What follows belongs to an exercise in optimizing a design on an open flow for small area and a short achievable clock period; a production flow would make more cautious choices.
The RTL was checked by simulation tests, not by an equivalence proof against the original design.
Power and IR drop assume default switching activity.

// riscvsingle
module riscvsingle(
	clk,
	n_rst,
	PC,
	Instr,
	MemWrite,
	ALUResult,
	WriteData,
	ReadData,
	byte_enable
);
	input clk, n_rst;
	input [31:0] Instr, ReadData;
	output MemWrite;
	output [31:0] PC, ALUResult, WriteData;
	output [3:0] byte_enable;
	reg  [31:0] PCF;
	reg  [31:0] InstrD;
	reg         validD, jalD;
	reg  [31:0] AE;            
	reg  [31:0] BE;            
	reg  [31:0] XE;            
	reg  [4:0]  shE;           
	reg  [4:0]  RdE;
	reg  [2:0]  f3E;
	reg         validE, regWE, memWE, loadE, jumpE, jalE, jalrE;
	reg         brEqE, brNeE, brLtE, brGeE, brLtuE, brGeuE;
	reg         subE, selSumE, selAndE, selOrE, selXorE, selSllE, selSrE, selSraE, selSltE, selSltuE;
	reg  [31:0] ALUResultM, WDM;
	reg  [3:0]  beM;
	reg  [4:0]  RdM;
	reg  [2:0]  f3M;
	reg  [1:0]  ldOfsM;        
	reg         regWM, memWM, loadM, jumpM;
	reg  [31:0] ResultW;
	reg  [4:0]  RdW;
	reg         regWW;
	reg  [31:0] rf [1:31];
	wire [31:0] a = AE;
	wire [31:0] bx  = subE ? ~BE : BE;
	wire [32:0] sum = {1'b0, a} + {1'b0, bx} + {32'b0, subE};
	wire [31:0] clt0 = ~a & BE;
	wire [31:0] ceq0 = ~(a ^ BE);
	wire [15:0] clt1, ceq1;
	wire [7:0]  clt2, ceq2;
	wire [3:0]  clt3, ceq3;
	wire [1:0]  clt4, ceq4;
	genvar c;
	generate
		for (c = 0; c < 16; c = c + 1) begin : CMP1
			assign clt1[c] = clt0[2*c+1] | (ceq0[2*c+1] & clt0[2*c]);
			assign ceq1[c] = ceq0[2*c+1] & ceq0[2*c];
		end
		for (c = 0; c < 8; c = c + 1) begin : CMP2
			assign clt2[c] = clt1[2*c+1] | (ceq1[2*c+1] & clt1[2*c]);
			assign ceq2[c] = ceq1[2*c+1] & ceq1[2*c];
		end
		for (c = 0; c < 4; c = c + 1) begin : CMP3
			assign clt3[c] = clt2[2*c+1] | (ceq2[2*c+1] & clt2[2*c]);
			assign ceq3[c] = ceq2[2*c+1] & ceq2[2*c];
		end
		for (c = 0; c < 2; c = c + 1) begin : CMP4
			assign clt4[c] = clt3[2*c+1] | (ceq3[2*c+1] & clt3[2*c]);
			assign ceq4[c] = ceq3[2*c+1] & ceq3[2*c];
		end
	endgenerate
	wire        ltu = clt4[1] | (ceq4[1] & clt4[0]);                
	wire        eq  = ceq4[1] & ceq4[0];
	wire        lt  = (ltu ^ a[31] ^ BE[31]) | (BE == 32'h8000_0000);   
	function [31:0] rev32(input [31:0] x);
		integer k;
		for (k = 0; k < 32; k = k + 1) rev32[k] = x[31 - k];
	endfunction
	wire [31:0] sh_in = selSllE ? rev32(a) : a;
	wire [32:0] sh_x  = {selSraE & a[31], sh_in};
	wire [32:0] sh_o  = $signed(sh_x) >>> shE;
  ...
For scale: roughly 5,800 cells after synthesis, roughly 170 I/O pins.
Settings: LEC_CHECK=0, CAP_MARGIN=20, CORE_MARGIN=2, CORE_UTILIZATION=45, CTS_CLUSTER_DIAMETER=150, CTS_CLUSTER_SIZE=20, PLACE_DENSITY=0.6, SLEW_MARGIN=50; clock period 16.5 ns.
standard.sh (not shown) runs the stock make flow with config.mk's settings and CLKGATE_MAP_FILE= SYNTH_SCRIPT=/design/flow/synth_recipe.tcl, a recipe that flattens the netlist after the stock synthesis.
==> flow/flow/run.sh <==
#!/bin/bash
# The standard layout (the standard.sh, unchanged synthesis and steps),
# with one change: the buffers that ORFS puts on every input and output port
# are buf_2 cells instead of the default choice.
set -euo pipefail
bash standard.sh 'BUFFER_PORTS_ARGS=-buffer_cell sky130_fd_sc_hd__buf_2' finish > orfs_make.log 2>&1
==> next run, changes <==
--- a/flow/design.v
+++ b/flow/design.v
@@ -28,28 +28,27 @@
 	reg         subE, selSumE, selAndE, selOrE, selXorE, selSllE, selSrE, selSraE, selSltE, selSltuE;
 	reg  [31:0] ALUResultM, WDM;
 	reg  [3:0]  beM;
 	reg  [4:0]  RdM;
 	reg  [2:0]  f3M;
 	reg  [1:0]  ldOfsM;        
 	reg         regWM, memWM, loadM, jumpM;
 	reg  [31:0] ResultW;
 	reg  [4:0]  RdW;
 	reg         regWW;
 	reg  [31:0] rf [1:31];
 	wire [31:0] a = AE;
-	wire [31:0] bx  = subE ? ~BE : BE;
-	wire [32:0] sum = {1'b0, a} + {1'b0, bx} + {32'b0, subE};
-	wire [31:0] clt0 = ~a & BE;
-	wire [31:0] ceq0 = ~(a ^ BE);
+	wire [32:0] sum = {1'b0, a} + {1'b0, BE} + {32'b0, subE};
+	wire [31:0] clt0 = ~(a | BE);
+	wire [31:0] ceq0 = a ^ BE;
 	wire [15:0] clt1, ceq1;
 	wire [7:0]  clt2, ceq2;
 	wire [3:0]  clt3, ceq3;
 	wire [1:0]  clt4, ceq4;
 	genvar c;
 	generate
 		for (c = 0; c < 16; c = c + 1) begin : CMP1
 			assign clt1[c] = clt0[2*c+1] | (ceq0[2*c+1] & clt0[2*c]);
 			assign ceq1[c] = ceq0[2*c+1] & ceq0[2*c];
 		end
 		for (c = 0; c < 8; c = c + 1) begin : CMP2
 			assign clt2[c] = clt1[2*c+1] | (ceq1[2*c+1] & clt1[2*c]);
@@ -57,35 +56,35 @@
 		end
 		for (c = 0; c < 4; c = c + 1) begin : CMP3
 			assign clt3[c] = clt2[2*c+1] | (ceq2[2*c+1] & clt2[2*c]);
 			assign ceq3[c] = ceq2[2*c+1] & ceq2[2*c];
 		end
 		for (c = 0; c < 2; c = c + 1) begin : CMP4
 			assign clt4[c] = clt3[2*c+1] | (ceq3[2*c+1] & clt3[2*c]);
 			assign ceq4[c] = ceq3[2*c+1] & ceq3[2*c];
 		end
 	endgenerate
 	wire        ltu = clt4[1] | (ceq4[1] & clt4[0]);                
 	wire        eq  = ceq4[1] & ceq4[0];
-	wire        lt  = (ltu ^ a[31] ^ BE[31]) | (BE == 32'h8000_0000);   
+	wire        lt  = (ltu ^ a[31] ^ ~BE[31]) | (BE == 32'h7fff_ffff);  
 	function [31:0] rev32(input [31:0] x);
 		integer k;
 		for (k = 0; k < 32; k = k + 1) rev32[k] = x[31 - k];
 	endfunction
 	wire [31:0] sh_in = selSllE ? rev32(a) : a;
 	wire [32:0] sh_x  = {selSraE & a[31], sh_in};
 	wire [32:0] sh_o  = $signed(sh_x) >>> shE;
 	wire [31:0] ALUResultE =
 		({32{selSumE & validE}} & sum[31:0]) |
-		({32{selAndE & validE}} & (a & BE)) |
+		({32{selAndE & validE}} & (a & BE)) |        
 		({32{selOrE & validE}}  & (a | BE)) |
 		({32{selXorE & validE}} & (a ^ BE)) |
 		({32{selSllE & validE}} & rev32(sh_o[31:0])) |
 		({32{selSrE & validE}}  & sh_o[31:0]) |
 		{31'b0, (selSltE & validE & lt) | (selSltuE & validE & ltu)};
 	wire taken = (brEqE & validE & eq) | (brNeE & validE & ~eq) | (brLtE & validE & lt) |
 	             (brGeE & validE & ~lt) | (brLtuE & validE & ltu) | (brGeuE & validE & ~ltu);
 	wire pcsrc1 = taken | (jalE & validE);       
 	wire pcsrc2 = jalrE & validE;                
 	wire redirect = pcsrc1 | pcsrc2;
 	wire [1:0] ofs = sum[1:0];
 	wire [31:0] sd = XE;
@@ -197,25 +196,25 @@
 			PCF <= sum[31:0];
 		else if (!lwStall)
 			PCF <= PCF + 32'd4;
 		if (!lwStall) begin
 			InstrD <= Instr;
 			jalD   <= (Instr[6:0] == 7'b110_1111);
 		end
 		if (!n_rst | redirect)
 			validD <= 1'b0;
 		else if (!lwStall)
 			validD <= 1'b1;
 		AE  <= isLui ? 32'h0 : (isAuipc ? pcm4 : rv1);
-		BE  <= useImmB ? immBop : rv2;
+		BE  <= (useImmB ? immBop : rv2) ^ {32{subD}};
 		XE  <= isStore ? rv2 : target;
 		shE <= isR ? rv2[4:0] : InstrD[24:20];
 		RdE <= rd;
 		f3E <= f3;
 		validE <= n_rst & validD & ~flushE;
 		regWE  <= regWD;
 		memWE  <= isStore;
 		loadE  <= isLoad;
 		jumpE  <= jalD | isJalr;
 		jalE   <= jalD;
 		jalrE  <= isJalr;
 		brEqE  <= isBr & (f3 == 3'b000);
Setup slack improves by 0.29 ns; clock-buffer cell count increases by 3; register-to-register slack improves by 0.29 ns; core utilization hardly moves; global-route usage decreases by 0.27 points; non-clock buffer count decreases by 24; sequential power increases by about 4%; worst hold slack degrades by 0.034 ns; die area stays flat; synthesized area stays flat; via count decreases by 0.43%.

## re-timing with driven ports
Ports are ideal in the flow. The routed layouts listed here were re-timed in OpenROAD. Step 1 assumes that a clkbuf_16 drives the clock port and a buf_2 every other input. Step 2 also shifts input and output timing later by t, the mid clock arrival at the registers, as if the neighbouring blocks saw the same clock. Three values: no drivers, after step 1, after step 2; two values: the first two.
| run | shift t [ns] | slack for setup (ns) | hold slack, ns | worst data-port slew with drivers (ns) | pins driven straight from the clock port |
|---|---|---|---|---|---|
| the first run | 0.820 | 10.764 / 10.764 / 10.488 | 0.419 / 0.419 / 0.419 | 0.08 | 1 |
| the second run | 0.820 | 11.057 / 11.057 / 10.411 | 0.385 / 0.385 / 0.385 | 0.04 | 1 |
After both steps setup and hold are still met in every run listed. For the second run, which loses most, drivers alone change the setup slack by 0.000 ns; drivers and shift together by -0.646 ns.
